This is an optimization exercise on Yosys and OpenROAD, whose aim is small area, not a production implementation. In this exercise RTL edits were held to simulation tests only and were not proved equivalent to the original. Power figures rest on the tool's default switching activity, not on a simulated workload.

## flow/run.sh

```bash
#!/bin/bash
# Layout flow: the standard synthesis; then the combinational cells are
# re-mapped for area with yosys/abc in a few variants (registers keep their
# cells and names), the smallest variant is proven equivalent to the standard
# netlist and replaces it; then the standard layout from floorplan on,
# with plain buffers (buf_1) on the ports and a clock tree without dummy
# loads. Each tool's output goes to its own log file in this folder.
set -euo pipefail
here=$(pwd)
export BUFFER_PORTS_ARGS="-buffer_cell sky130_fd_sc_hd__buf_1"
export CTS_ARGS="-root_buf sky130_fd_sc_hd__clkbuf_8 -buf_list sky130_fd_sc_hd__clkbuf_8 -dont_use_dummy_load -repair_clock_nets"
bash standard.sh synth > log_synth.txt 2>&1

res=$(ls -d "$here"/orfs/results/*/alu_6_bit/base)
lib=$FLOW_HOME/platforms/$FLOW_PLATFORM/lib/sky130_fd_sc_hd__tt_025C_1v80.lib
cp "$res/1_2_yosys.v" "$here/std_1_2_yosys.v"
python3 "$here/flow/mkmap.py" "$lib" "$here/comb_map.v" > log_mkmap.txt 2>&1
dontuse=$(sed -n '/DONT_USE_CELLS/,/^$/p' "$FLOW_HOME/platforms/$FLOW_PLATFORM/config.mk" | grep -o 'sky130_fd_sc_hd__[a-z0-9_]*' | sed 's/^/-dont_use /' | tr '\n' ' ')
fill() {  # fill TEMPLATE OUT VARIANT EXTRAMAP
  sed -e "s|{LIB}|$lib|g" -e "s|{NET}|$here/std_1_2_yosys.v|" -e "s|{TOP}|$FLOW_TOP|g" \
      -e "s|{MAP}|$here/comb_map.v|" -e "s|{EXTRAMAP}|$4|" -e "s|{SEQ}|$here/flow/cells_seq.v|" \
      -e "s|{DONTUSE}|$dontuse|" -e "s|{ABC}|$here/flow/resyn.abc|" \
      -e "s|{STAT}|$here/resyn_$3_stat.txt|" -e "s|{OUT}|$here/resyn_$3.v|" "$1" > "$2"
}
fill "$here/flow/resyn.ys" "$here/resyn_keep.ys" keep ""
fill "$here/flow/resyn.ys" "$here/resyn_ha.ys" ha "-map $here/flow/cells_ha.v"
fill "$here/flow/resyn.ys" "$here/resyn_all.ys" all "-map $here/flow/cells_adders.v"
for v in keep ha all; do
  ( yosys -s "$here/resyn_$v.ys" > "log_resyn_$v.txt" 2>&1 || rm -f "$here/resyn_$v.v" ) &
done
( python3 "$here/flow/flip.py" "$here/std_1_2_yosys.v" "$lib" "$here/comb_map.v" "$here/flow/cells_ha.v" \
    "$dontuse" "$here/flow" "$here/resyn_flip.v" "$here/resyn_flip_stat.txt" "$here" \
    > log_flip_run.txt 2>&1 || rm -f "$here/resyn_flip.v" ) &
wait
best=""; best_area=""
for v in keep ha all flip; do
  [[ -s "$here/resyn_$v.v" && -s "$here/resyn_${v}_stat.txt" ]] || continue
  a=$(grep 'Chip area' "$here/resyn_${v}_stat.txt" | awk '{print $NF}')
  echo "$v $a" >> log_choice.txt
  if [[ -z "$best" ]] || awk -v x="$a" -v y="$best_area" 'BEGIN{exit !(x<y)}'; then best=$v; best_area=$a; fi
done
if [[ -n "$best" ]]; then
  fill "$here/flow/equiv.ys" "$here/equiv_run.ys" "$best" ""
  if timeout 1200 yosys -s "$here/equiv_run.ys" > log_equiv.txt 2>&1; then
    cp "$here/resyn_$best.v" "$res/1_2_yosys.v"
    rm -f "$res/1_synth.odb" "$res/1_synth.sdc"
    echo "used $best ($best_area), proven equivalent" >> log_choice.txt
  else
    echo "$best not proven equivalent, keeping the standard netlist" >> log_choice.txt
  fi
else
  echo "re-mapping failed, keeping the standard netlist" >> log_choice.txt
fi
bash standard.sh > log_layout.txt 2>&1
```

## flow/cells_adders.v

```verilog
(* techmap_celltype = "sky130_fd_sc_hd__fa_1" *)
module _tm_fa(A, B, CIN, COUT, SUM); input A, B, CIN; output COUT, SUM;
assign SUM = A ^ B ^ CIN; assign COUT = (A & B) | (CIN & (A ^ B)); endmodule
(* techmap_celltype = "sky130_fd_sc_hd__ha_1" *)
module _tm_ha(A, B, COUT, SUM); input A, B; output COUT, SUM;
assign SUM = A ^ B; assign COUT = A & B; endmodule
```

## flow/cells_fa_flip.v

```verilog
(* techmap_celltype = "sky130_fd_sc_hd__fa_1" *)
module _tm_fa_flip(A, B, CIN, COUT, SUM); input A, B, CIN; output COUT, SUM;
wire ns, nc;
FA_FLIP _TECHMAP_REPLACE_ (.A(~A), .B(~B), .CIN(~CIN), .COUT(nc), .SUM(ns));
assign SUM = ~ns; assign COUT = ~nc;
endmodule
```

## flow/cells_fa_flip_bb.v

```verilog
(* blackbox *)
module FA_FLIP(A, B, CIN, COUT, SUM); input A, B, CIN; output COUT, SUM; endmodule
```

## flow/cells_ha.v

```verilog
(* techmap_celltype = "sky130_fd_sc_hd__ha_1" *)
module _tm_ha(A, B, COUT, SUM); input A, B; output COUT, SUM;
assign SUM = A ^ B; assign COUT = A & B; endmodule
```

## flow/cells_seq.v

```verilog
(* techmap_celltype = "sky130_fd_sc_hd__fa_1" *)
module _tm_fa(A, B, CIN, COUT, SUM); input A, B, CIN; output COUT, SUM;
assign SUM = A ^ B ^ CIN; assign COUT = (A & B) | (CIN & (A ^ B)); endmodule
(* techmap_celltype = "sky130_fd_sc_hd__ha_1" *)
module _tm_ha(A, B, COUT, SUM); input A, B; output COUT, SUM;
assign SUM = A ^ B; assign COUT = A & B; endmodule
(* techmap_celltype = "sky130_fd_sc_hd__conb_1" *)
module _tm_conb(HI, LO); output HI, LO; assign HI = 1'b1; assign LO = 1'b0; endmodule
(* techmap_celltype = "sky130_fd_sc_hd__dfxtp_1" *)
module _tm_dfxtp(CLK, D, Q); input CLK, D; output reg Q; always @(posedge CLK) Q <= D; endmodule
(* techmap_celltype = "sky130_fd_sc_hd__edfxtp_1" *)
module _tm_edfxtp(CLK, D, DE, Q); input CLK, D, DE; output reg Q; always @(posedge CLK) if (DE) Q <= D; endmodule
```

## flow/equiv.ys

```
# Proves the re-mapped netlist equivalent to the standard synthesis's netlist,
# with the registers paired by name.
read_liberty -lib {LIB}
read_verilog {NET}
rename {TOP} gold
read_verilog {OUT}
rename {TOP} gate
techmap -autoproc -map {MAP} -map {SEQ}
opt_clean
techmap
opt_clean
equiv_make gold gate equiv
hierarchy -top equiv
equiv_simple -seq 2
equiv_induct
equiv_status -assert
```

## flow/fast.abc

```
strash
dch
map -a
mfs2
strash
dch
map -a
topo
```

## flow/flip.py

```python
# Picks which full-adder cells to use with all inputs and outputs inverted (a
# full adder gives inverted outputs for inverted inputs), so that fewer
# inverters are needed around them: a greedy search with a quick abc script,
# then the final re-mapping with the full script. Writes OUT and STAT.
import os, re, subprocess, sys
net, lib, cmap, hamap, dontuse, flow, out, stat, work = sys.argv[1:10]
names = re.findall(r'sky130_fd_sc_hd__fa_1\s+(\S+)\s*\(', open(net).read())
log = open(os.path.join(work, 'log_flip.txt'), 'w')

def run(flip, script, outfile=None):
    sel = ' '.join('c:' + n.replace('\\', '\\\\') for n in sorted(flip))
    fl = ('techmap -map %s/cells_fa_flip.v %s; ' % (flow, sel)) if flip else ''
    st = os.path.join(work, 'flip_tmp.stat')
    if os.path.exists(st):
        os.remove(st)
    cmd = ('read_liberty -lib %s; read_verilog %s; read_verilog -lib %s/cells_fa_flip_bb.v; '
           'hierarchy -top %s; %stechmap -map %s -map %s; techmap; opt; '
           'abc -liberty %s %s -script %s; opt_clean -purge; '
           'chtype -map FA_FLIP sky130_fd_sc_hd__fa_1; '
           'hilomap -singleton -hicell sky130_fd_sc_hd__conb_1 HI -locell sky130_fd_sc_hd__conb_1 LO; '
           'rename -enumerate -pattern _rs%%_; check -assert -mapped; tee -o %s stat -liberty %s'
           % (lib, net, flow, os.environ['FLOW_TOP'], fl, cmap, hamap, lib, dontuse, script, st, lib))
    if outfile:
        cmd += '; write_verilog -noattr -nohex -nodec %s' % outfile
    r = subprocess.run(['yosys', '-q', '-p', cmd], stdout=subprocess.PIPE, stderr=subprocess.STDOUT, text=True)
    log.write(r.stdout[-2000:])
    if r.returncode != 0 or not os.path.exists(st):
        return None
    return float(re.search(r'Chip area.*?([\d.]+)\s*$', open(st).read(), re.M).group(1))

fast = os.path.join(flow, 'fast.abc')
flip = set()
best = run(flip, fast)
log.write('base %s, %d full adders\n' % (best, len(names)))
for _ in range(2):
    better = False
    for n in names:
        a = run(flip ^ {n}, fast)
        if a is not None and best is not None and a < best - 0.01:
            best, flip, better = a, flip ^ {n}, True
            log.write('flip %s -> %s\n' % (n, a))
    if not better:
        break
log.write('flipped: %s\n' % ' '.join(sorted(flip)))
a = run(flip, os.path.join(flow, 'resyn.abc'), out)
if a is not None:
    open(stat, 'w').write("   Chip area for module '\\%s': %s\n" % (os.environ['FLOW_TOP'], a))
```

## flow/mkmap.py

```python
# Writes a yosys techmap file that turns each single-output combinational cell
# of the liberty file (except the adder cells) back into its boolean function.
import re, sys
lib, out = sys.argv[1], sys.argv[2]
t = open(lib).read()
starts = [(m.group(1), m.end()) for m in re.finditer(r'\n\s*cell\s*\(\s*"?(\w+)"?\s*\)\s*\{', t)]
mods = []
for i, (name, st) in enumerate(starts):
    en = starts[i + 1][1] if i + 1 < len(starts) else len(t)
    body = t[st:en]
    if re.search(r'\b(ff|latch|statetable)\s*\(', body) or '__fa_' in name or '__ha_' in name:
        continue
    ins, outs = [], []
    for pn, pb in re.findall(r'pin\s*\(\s*"?(\w+)"?\s*\)\s*\{(.*?)\n\s{8}\}', body, re.S):
        d = re.search(r'direction\s*:\s*"?(\w+)"?', pb)
        if not d:
            continue
        if d.group(1) == 'input':
            ins.append(pn)
        elif d.group(1) == 'output':
            f = re.search(r'function\s*:\s*"([^"]*)"', pb)
            if f:
                outs.append((pn, f.group(1)))
    if len(outs) != 1:
        continue
    o, f = outs[0]
    f = f.replace('!', '~').replace('*', '&').replace('+', '|')
    mods.append('(* techmap_celltype = "%s" *)\nmodule _tm_%s(%s);\n%s\noutput %s;\nassign %s = %s;\nendmodule\n'
                % (name, name, ', '.join(ins + [o]), '\n'.join('input %s;' % x for x in ins), o, o, f))
open(out, 'w').write('\n'.join(mods))
```

## flow/resyn.abc

```
strash
&get -n
&deepsyn -T 60
&put
dch
map -a
mfs2
strash
dch
map -a
topo
```

## flow/resyn.ys

```
# Re-maps the combinational cells of the standard synthesis for area. The
# flip-flops keep their cells and names; {EXTRAMAP} maps the adder cells
# that are turned into plain logic too (the others are kept).
read_liberty -lib {LIB}
read_verilog -defer {NET}
hierarchy -top {TOP}
techmap -map {MAP} {EXTRAMAP}
techmap
opt
abc -liberty {LIB} {DONTUSE} -script {ABC}
opt_clean -purge
hilomap -singleton -hicell sky130_fd_sc_hd__conb_1 HI -locell sky130_fd_sc_hd__conb_1 LO
rename -enumerate -pattern _rs%_
check -assert -mapped
tee -o {STAT} stat -liberty {LIB}
write_verilog -noattr -nohex -nodec {OUT}
```

## standard.sh

```bash
#!/bin/bash
# synth_recipe.tcl (not shown) runs the flow's synth.tcl, then flattens the netlist and writes it again
# the make line also repeats each setting of config.mk as NAME=value (left out here)
make -C /OpenROAD-flow-scripts/flow DESIGN_CONFIG=/design/flow/config.mk WORK_HOME=/design/flow/orfs CLKGATE_MAP_FILE= SYNTH_SCRIPT=/design/flow/synth_recipe.tcl "${@:-finish}"
```

## config.mk

```make
export PLATFORM = sky130hd
export DESIGN_NAME = alu_6_bit
export DESIGN_NICKNAME = alu_6_bit
export VERILOG_FILES = /design/flow/design.v
export SDC_FILE = /design/flow/constraint.sdc
export NUM_CORES = 4
export LEC_CHECK = 0
export ABC_AREA = 1
export CAP_MARGIN = 0
export CORE_MARGIN = 2
export CORE_UTILIZATION = 55
export GPL_TIMING_DRIVEN = 0
export SLEW_MARGIN = 0
```

## constraint.sdc

```tcl
create_clock -name core_clock -period 10.0 [get_ports {CLK_I}]
set_input_delay 2.0000 -clock core_clock [delete_from_list [all_inputs] [get_ports {CLK_I}]]
set_output_delay 2.0000 -clock core_clock [all_outputs]
set_load 0.01 [all_outputs]
```

## design.v

```verilog
module alu_6_bit(
  input         CLK_I,
  input         RST_N_I,
  input  [5:0]  DATA_IN_1_I,
  input  [5:0]  DATA_IN_2_I,
  input  [5:0]  CONTROL_I,
  input         EN_I,
  output [11:0] DATA_OUT_O,
  output        DONE_O,
  output        BUSY_O
);
reg  [2:0]  st_r;
reg         pre_en_r;
reg  [11:0] res_n;    
reg  [11:0] data_out_r;
wire [5:0] a = DATA_IN_1_I;
wire [5:0] b = DATA_IN_2_I;
wire [5:0] c = CONTROL_I;
wire idle  = ~st_r[2] | (st_r[1] & st_r[0]);
wire sel   = st_r[2] & ~st_r[1];
wire exec  = st_r[2] & st_r[1] & ~st_r[0];
wire start = idle & EN_I & ~pre_en_r;
wire valid = (c[5:4] == 2'b00) && (c[3:0] != 4'd0) && (c[3:0] <= 4'd12);
wire op_add = c[3:0] == 4'd1;
wire op_sub = c[3:0] == 4'd2;
wire op_mul = c[3:0] == 4'd3;
wire op_div = c[3:0] == 4'd4;
wire op_and = c[3:0] == 4'd5;
wire op_or  = c[3:0] == 4'd6;
wire op_not = c[3:0] == 4'd7;
wire op_xor = c[3:0] == 4'd8;
wire op_shl = c[3:0] == 4'd9;
wire op_shr = c[3:0] == 4'd10;
wire op_rr  = c[3:0] == 4'd11;
wire op_rl  = c[3:0] == 4'd12;
wire op_sh  = op_shl | op_shr | op_rr | op_rl;
wire [2:0] bm6 = b % 6'd6;
wire       left = op_shl | op_rl;
wire [2:0] ramt = op_sh & ~op_rr & ~op_rl & (b >= 6'd6) ? 3'd7 : (op_shl | op_shr) ? b[2:0] : bm6;
wire [2:0] damt = left ? ramt : ((ramt == 3'd0) ? 3'd0 : 3'd6 - ramt);
wire [5:0] onehot = (ramt == 3'd7) ? 6'd0 : (6'd1 << damt);
wire       op_as = op_add | op_sub;
wire       op_lg = op_and | op_or | op_xor;
wire       inj   = op_as | op_lg;
wire [5:0] m = op_sh ? onehot : inj ? 6'd1 : b;
wire [5:0] bx = b ^ {6{op_sub}};
wire       c0 = op_as & (op_sub ? (a[0] | ~b[0]) : (a[0] & b[0]));
wire [5:0] pp [0:5];
wire [5:0] s  [0:5];
wire [5:0] cc [0:5];
wire [11:0] p;
genvar i, j;
generate
  for (i = 0; i < 6; i = i + 1) begin : g_pp
    for (j = 0; j < 6; j = j + 1) begin : g_pj
      if (i == 1 && j < 5) begin : g_as
        assign pp[i][j] = (a[j] & m[i]) | (bx[j+1] & inj);
      end else if (i == 0 && j == 0) begin : g_b0
        assign pp[i][j] = (a[j] & m[i]) ^ (b[0] & inj);
      end else begin : g_mul
        assign pp[i][j] = a[j] & m[i];
      end
    end
  end
  assign s[0]  = pp[0];
  assign cc[0] = {5'd0, c0};
  for (i = 1; i < 6; i = i + 1) begin : g_row
    for (j = 0; j < 6; j = j + 1) begin : g_col
      wire x = pp[i][j];
      wire y = (j < 5) ? s[i-1][j+1] : 1'b0;
      wire z = cc[i-1][j];
      assign s[i][j]  = x ^ y ^ z;
      assign cc[i][j] = (x & y) | (z & (x ^ y));
    end
  end
  for (i = 0; i < 6; i = i + 1) begin : g_lo
    assign p[i] = s[i][0];
  end
endgenerate
wire [5:0] fc;
assign fc[0] = 1'b0;
generate
  for (j = 0; j < 5; j = j + 1) begin : g_fin
    wire x = s[5][j+1];
    wire z = cc[5][j];
    assign p[6+j]  = x ^ z ^ fc[j];
    assign fc[j+1] = (x & z) | (fc[j] & (x ^ z));
  end
endgenerate
assign p[11] = fc[5] ^ cc[5][5];
wire [5:0] q;
wire [5:0] bz;    
assign bz[0] = 1'b1;
generate
  for (i = 1; i < 6; i = i + 1) begin : g_bz
    assign bz[i] = bz[i-1] & ~b[6-i];
  end
endgenerate
wire [5:0] rm [0:6];
assign rm[6] = 6'd0;
generate
  for (i = 5; i >= 0; i = i - 1) begin : g_div
    localparam integer W = 6 - i;           
    wire [W-1:0] r = {rm[i+1][W-2 >= 0 ? W-2 : 0:0], a[i]};
    wire [W:0]   bw;                       
    wire [W-1:0] d;
    assign bw[0] = 1'b0;
    for (j = 0; j < W; j = j + 1) begin : g_b
      assign d[j]    = r[j] ^ b[j] ^ bw[j];
      assign bw[j+1] = (~r[j] & b[j]) | (bw[j] & ~(r[j] ^ b[j]));
    end
    assign q[i] = bz[W-1 < 5 ? 6 - W : 0] & ~bw[W];
    if (W < 6) begin : g_r
      wire [W-1:0] nr = r ^ ({W{q[i]}} & (b[W-1:0] ^ bw[W-1:0]));
      assign rm[i] = {{(6-W){1'b0}}, nr};
    end else begin : g_r0
      assign rm[i] = 6'd0;
    end
  end
endgenerate
wire ld = ~sel;
wire k_and = (op_and | op_or) & ld;
wire k_xor = (op_or | op_xor) & ld;
wire k_not = op_not & ld;
wire e_lo  = (op_mul | op_as | op_shl | op_rr | op_rl | (op_shr & (b == 6'd0))) & ld;
wire e_hi  = (op_shr | op_rr | op_rl) & ld;
wire e_div = op_div & ld;
wire e_mul = (op_mul | op_add) & ld;
wire e_up  = op_mul & ld;
wire fill  = k_not | (op_sub & ld & ~p[6]);
wire [5:0] xor_v = {s[1][4:0], p[0]};
wire [5:0] and_v = {cc[1][4:0], a[0] & b[0]};
wire [5:0] logic_r = (and_v & {6{k_and}}) | (xor_v & {6{k_xor}}) | (~a & {6{k_not}});
wire [11:0] alu;
wire [11:0] hold = ~res_n & {12{sel}};
assign alu[5:0]  = (p[5:0] & {6{e_lo}}) | (p[11:6] & {6{e_hi}}) |
                   (q & {6{e_div}}) | logic_r | hold[5:0];
assign alu[6]    = (p[6] & e_mul) | fill | hold[6];
assign alu[11:7] = (p[11:7] & {5{e_up}}) | {5{fill}} | hold[11:7];
always @(posedge CLK_I) begin
  pre_en_r <= RST_N_I & EN_I;
  res_n <= ~alu;
  if (~RST_N_I)
    st_r <= 3'b000;
  else if (start)
    st_r <= {2'b10, ~valid};
  else if (sel)
    st_r <= {2'b11, st_r[0]};
  else
    st_r <= 3'b001;
  data_out_r <= (~res_n & {12{RST_N_I & exec}}) | (data_out_r & {12{RST_N_I & (sel | start)}});
end
assign DATA_OUT_O = data_out_r;
assign BUSY_O     = st_r[2];
assign DONE_O     = ~st_r[2] & st_r[0];
endmodule
```

==> run notes <==
power groups by stage:
stage | logic (mW) | clock network, mW | registers (mW)
2_1_floorplan | 0.135 | 0 | 0.142
3_3_place_gp | 0.183 | 0 | 0.145
3_5_place_dp | 0.189 | 0 | 0.146
4_1_cts | 0.189 | 0.0591 | 0.143
5_1_grt | 0.216 | 0.0627 | 0.145
6_report | 0.189 | 0.0575 | 0.143
area by class of cell:
cell class / instances / area (um^2) / share of cell area, %
Multi-Input combinational cell: 290 / 1810 / 64.0
Sequential cell: 28 / 561 / 19.8
Inverter: 60 / 225 / 7.96
Timing Repair Buffer: 34 / 128 / 4.51
Tap cell: 52 / 65.1 / 2.30
Clock buffer: 3 / 41.3 / 1.46
path summary, 6_finish.rpt:
check / depth (start not counted) / end / slack [ns]
max: 30 / res_n[4] / 1.02
min reg2reg: 1 / data_out_r[7] / 0.45
min: 1 / data_out_r[7] / 0.45
max reg2reg: 10 / res_n[1] / 7.23
per-stage QoR:
step | setup WS [ns] | instance area, um^2 | util (%) | hold WS (ns) | std cells
2_1_floorplan | 2.15 | 2590 | - | 0.421 | 378
5_1_grt | 0.412 | 2830 | 63.7 | 0.473 | 467
4_1_cts | 1.06 | 2830 | 63.7 | 0.456 | 467
3_3_place_gp | 0.988 | 2790 | 62.7 | 0.436 | 464
6_report | 1.02 | 2830 | 63.7 | 0.452 | 467
3_5_place_dp | 0.805 | 2790 | 62.7 | 0.443 | 464
layer usage:
metal / wire (um) / share of wire, % / track usage, % / up-vias
li1: - / - / - / 1360
met3: 394 / 5.8 / 1.80 / 9
met5: 0 / 0 / 0 / -
met4: 136 / 2.0 / 9.05 / 0
met2: 3200 / 47 / 48.3 / 98
met1: 3080 / 45 / 38.1 / 1258
critical path, delay by kind of cell:
kind | cells | cell delay, ns
buffers and inverters | 6 | 1.11
AND/OR/NAND/NOR | 10 | 1.50
adder cells (fa/ha/maj) | 8 | 3.32
AO/OA/AOI/OAI | 6 | 1.19
state kept, by name, summed over array words and instances, names as in the netlist:
register / count
data_out_r: 12
pre_en_r: 1
res_n: 12
st_r: 3
cells in the final DEF, fill, tap and decap left out, types with 3 or more instances in the layout:
cell type and instances:
xnor2_1 3, nand3_1 10, dfxtp_1 28, nand4_1 4, o21ai_0 33, o22ai_1 15, o221ai_1 6, clkinv_1 60
nand2_1 66, a221oi_1 3, clkbuf_8 3, o211ai_1 4, a21oi_1 21, buf_1 34, xor2_1 4, a22oi_1 6
fa_1 25, nor3_1 5, nor2_1 69
==> summary.md <==
The run finished with no timing, DRC or antenna violations. Summed over all nets, the switching power comes to 0.161 mW. Counting every sink on the clock net gives 28. The maximum fanout count along the critical path is 10. Max-cap violations in this run came to 0. The final wirelength was 6810 um. From left edge to right edge, the die measures 72.7 um.

Based on the critical path, the design can be clocked at up to 0.111 GHz. The clock-pin slew reported for the worst setup and hold paths after clock tree synthesis was 0.08 ns. The clock share of power was 14.8%; the average cell area after synthesis was 6.87 um^2. The internal power of the cells totals 0.228 mW. For this run, the detailed router's first-pass iteration total came to 5. The critical path required time is 10.16 ns. The logs give 0 for the final count of pins violating max slew and 0.0535 mV for the worst vdd rail ir drop. The number of hold-slack violations in the final timing report was 0. Detailed placement ended at an HPWL of 5710 um. The effective utilization at floorplan is 58.4%, and the final net count is 463.

On the critical path, the stage with the largest delay is an instance of fa_1. The post-CTS setup-driven buffer insertion count was 0; the worst slew margin relative to its limit was 44.5%. The initial antenna violation count was 0. For the number of warnings printed during yosys synthesis, the log shows 1. The die covers 0.00528 mm^2.

Per report_power, the sequential group accounts for 36.8% of the total. The count of port buffers added during placement was 34; the aggregate global routing overflow was 0. The run gives 1 as the number of H-tree levels. The aggregate global-route resource usage was 28.2%; the DRC violation count after routing was 0.

The analysis attributes to cell leakage a power of 1.02 nW. Worst reg2reg path startpoint: st_r[2]. At the pin with the least slew margin, the transition time is 0.825 ns. The number of global-route vias before repair was 2465; the final period demand of the worst path was 8.98 ns. For the final database, setup skew stands at 0.000823 ns. The fraction of layout cells with a size suffix above 1 was 0.723%; the placement row count was 24. The detail route stage leaves a number of antenna-violating nets equal to 0. Setup violations remaining at the end of the flow were counted as 0. Per report_power, the combinational group accounts for 48.4% of the total. In this run, post-CTS repair resized a total of 0 instances. The routed layout has 2725 vias. In this run, CTS created clock tree buffers numbering 3.

In this design, the critical path's most frequently occurring cell is fa_1. Compared with the post-synthesis result, the final layout area differs by 9.02%. Counting along the longest clock path gives a buffer depth of 2.

The detailed router finished its first iteration with 180 violations. For this design the ratio of total power to cell area is 138 mW/mm^2. The die boundary height was 72.7 um; the count of inserted antenna diode cells was 0. After detailed routing, the average wire length per cell comes to 14.6 um. The number of vias per cell after detailed routing is 5.84, and the count of fill cells added during filler insertion is 454.

The logs give 0.389 mW for the final total power and 0.988 for the final estimated routing congestion in global placement. The worst hold path belongs to the class flip-flop to flip-flop. The logs give 9.14 ns for the arrival time of the worst setup path and 11600 um for the global-route wire length before repair. Buffers inserted to repair hold after CTS numbered 0. The biggest cell delay along the critical path was 0.55 ns; the cell area after technology mapping was 0.00259 mm^2. The beginning of the critical path is DATA_IN_2_I[2]. The cell count after synthesis came out at 378. The largest net degree at the start of global routing is 16, and the total negative slack for setup checks is 0 ns. The worst hold path begins at res_n[7]. TritonCTS built the clock tree.

STA classifies the critical path endpoint as a flip-flop. The core region is 0.00444 mm^2. Net switching is 41.4% of the power. The category of the most critical setup path is primary input to flip-flop. STA classifies the critical path startpoint as a primary input. The number of nets handed over by synthesis was 424. The later pin in the worst-skew pair is clocked with a latency of 0.27 ns.

The portion of the clock cycle consumed by the worst path in the final layout was 89.8%. Setup repair after global routing left no endpoint under its margin. The tree is rooted in a clkbuf_8. 35 I/O pins were placed.

## port drivers added, routing unchanged
How much do the figures lean on ideal ports? The routed layout below was timed once more, with nothing changed but the port constraints. Step 1: set_driving_cell puts a clkbuf_16 on CLK_I and a buf_2 on each other input, an assumption about the parent block. Step 2, shift: input delay + t, output delay - t, t = (earliest + latest rising clock arrival at the registers) / 2. This alone moves slack from input paths to output paths. Slacks: ideal ports / drivers / drivers and shift; pairs: ideal ports / drivers.
t (ns): 0.291
slack for setup (ns): 1.018 / 1.018 / 0.727
worst hold slack (ns): 0.452 / 0.452 / 0.452
latest minus earliest clock arrival (ns): 0.002 / 0.001
worst register clock-pin slew, ns: 0.08 / 0.08
After both steps setup and hold are still met in this run. The setup slack of this run moves by 0.000 ns with the drivers and by -0.291 ns with both steps.
